Background: an optimization exercise with open tools, aiming at small area. Do not read the settings as production practice. Only simulation tests tie the RTL to the original design; equivalence was not proved.

==> job 8710 <==
## Motor_Controller
module Motor_Controller
#(
parameter
      CLK_FREQUENCY     = 8'd4,       
      PWM_PERIOD        = 16'd2016,   
      SPEED_CTRL_PERIOD = 16'd2       
)
(
    input in_rst_n,
    input in_clk,
    input in_module_en,
    input in_fwd_dir,
    input in_PID_passby,
    input in_phA,
    input in_phB,
    input [15:0] in_speed_set,
    output reg [15:0] out_cur_speed,
    input [15:0] in_kp_param,
    input [15:0] in_ki_param,
    input [15:0] in_pid_out_max,
    input [15:0] in_pid_out_min,
    input [31:0] in_pid_ui_limit,
    output reg out_reg_PWMdir,
    output out_w_PWM
);
Settings: LEC_CHECK=0, CAP_MARGIN=20, CORE_MARGIN=2, CORE_UTILIZATION=40, SLEW_MARGIN=20; clock period 10.0 ns.
standard.sh (not shown) runs the stock make flow with config.mk's settings and CLKGATE_MAP_FILE= SYNTH_SCRIPT=/design/flow/synth_recipe.tcl, a recipe that flattens the netlist after the stock synthesis.
==> flow/flow/run.sh <==
#!/bin/bash
# Own layout flow: the standard synthesis, then a signal-polarity clean-up of
# the mapped netlist (flow/polopt.py: removes inverters around full adders and
# picks inverted/non-inverted gate twins), then the standard layout of that
# netlist, with the smallest buffer on the ports.
set -euo pipefail
W=$(pwd)
R=$W/orfs/results/$FLOW_PLATFORM/Motor_Controller/base
LIB=$FLOW_HOME/platforms/$FLOW_PLATFORM/lib/sky130_fd_sc_hd__tt_025C_1v80.lib
bash standard.sh synth > $W/synth.log 2>&1
cp $R/1_2_yosys.v $W/1_2_yosys.std.v
python3 $W/flow/polopt.py $W/1_2_yosys.std.v $R/1_2_yosys.v $LIB > $W/polopt.log 2>&1
rm -f $R/1_synth.odb
bash standard.sh 'BUFFER_PORTS_ARGS=-buffer_cell sky130_fd_sc_hd__buf_1' finish > $W/layout.log 2>&1
Other scripts of this flow, unchanged in this note and not shown: flow/flow/polopt.py
==> inputs of job 2939, as changes to job 8710 <==
--- a/flow/design.v
+++ b/flow/design.v
@@ -110,21 +110,21 @@
     assign ec[i+1] = (cbase[i] & bi) | (cbase[i] & ec[i]) | (bi & ec[i]);
 end endgenerate
 wire csat = enext[15] & ~(|enext[14:0]);
 wire csat_up = csat & ~dir;
 always @(posedge in_clk) begin
     cnter <= {enext[15] & ~csat_up, enext[14:1] | {14{csat_up}}, enext[0] | csat};
 end
-reg [15:0] err;
 reg [31:0] ui;           
 reg [31:0] x;            
 reg [15:0] t16;          
 reg tovh, tovl;          
-reg [15:0] o5;           
-reg sel7;
+wire [15:0] err = t16;
+wire [15:0] o5 = t16;
+wire sel7 = tovh;
 wire [16:0] rc;
 wire [15:0] err_d;
 assign rc[0] = 1'b1;
 generate for (i = 0; i < 16; i = i + 1) begin : g_err
     wire bi = ~cnter[i] | in_PID_passby;
     assign err_d[i] = in_speed_set[i] ^ bi ^ rc[i];
     assign rc[i+1] = (in_speed_set[i] & bi) | (in_speed_set[i] & rc[i]) | (bi & rc[i]);
@@ -165,21 +165,19 @@
 assign mc[0] = o6[15];
 generate for (i = 0; i < 16; i = i + 1) begin : g_mag
     wire v = o6[i] ^ o6[15];
     assign mag[i] = v ^ mc[i];
     assign mc[i+1] = v & mc[i];
 end endgenerate
 always @(posedge in_clk) begin
-    if (s_p1) err <= err_d;
     x <= in_PID_passby ? 32'd0 : clamp;
-    t16 <= prod[23:8];
-    tovh <= ~prod[31] & (prod[30:23] != 8'h00);
+    if (~st[1]) t16 <= err_d;
+    else if (~st[0]) t16 <= st[2] ? (t9 ? max_e : ((t3 | t13) ? min_e : o3)) : prod[23:8];
+    tovh <= st[2] ? (t12 & ~cl) : (~prod[31] & (prod[30:23] != 8'h00));
     tovl <= prod[31] & (prod[30:23] != 8'hff);
-    o5 <= t9 ? max_e : ((t3 | t13) ? min_e : o3);
-    sel7 <= t12 & ~cl;
 end
 always @(posedge in_clk) begin
     if (!in_rst_n) ui <= 32'd0;
     else if (s_p2) ui <= prod;
     else if (s_p4 & ~cl) ui <= x;
 end
 always @(posedge in_clk) begin
==> metrics.log <==
[metrics] commonest cells after routing, fill and taps aside: 292 x fa_1, 241 x nand2_1, 179 x inv_1
[metrics] via count: 16262
[metrics] status: no timing/DRC/antenna violations
[metrics] gp weighted congestion: 0.947
-- figures above: job 8710

==> metrics.log <==
[metrics] status: no timing/DRC/antenna violations
[metrics] gp weighted congestion: 0.949
[metrics] M1 wire length: 27.9 mm
[metrics] via count: 16589
-- figures above: job 2939

-- what the ideal ports hide --
The results above use ideal ports. As a check the final layouts listed here were re-extracted and re-timed, cells and wires unchanged.
Step 1 (the two cells are an assumption about what drives the block):
set clk [get_ports {in_clk}]
set_driving_cell -lib_cell sky130_fd_sc_hd__clkbuf_16 $clk
set_driving_cell -lib_cell sky130_fd_sc_hd__buf_2 [delete_from_list [all_inputs] $clk]
Step 2 moves the port delays by t, midway between the first and last clock arrival at a register: inputs arrive t later, outputs are due t later. That takes back most of the time a late clock gives input paths.
Slacks: no drivers / after step 1 / after step 2; pairs: no drivers / after step 1.
run | shift t [ns] | setup slack, ns | hold WS [ns] | worst setup path after step 2 | worst register clock-pin slew, ns
job 8710 | 0.524 | 0.611 / 0.646 / 0.122 | 0.366 / 0.366 / 0.366 | input to register | 0.08 / 0.08
job 2939 | 0.508 | 0.511 / 0.536 / 0.028 | 0.370 / 0.370 / 0.370 | input to register | 0.08 / 0.08
After both steps setup and hold are still met in every run listed. The setup slack of job 8710, which loses most, moves by +0.035 ns with the drivers and by -0.489 ns with both steps.
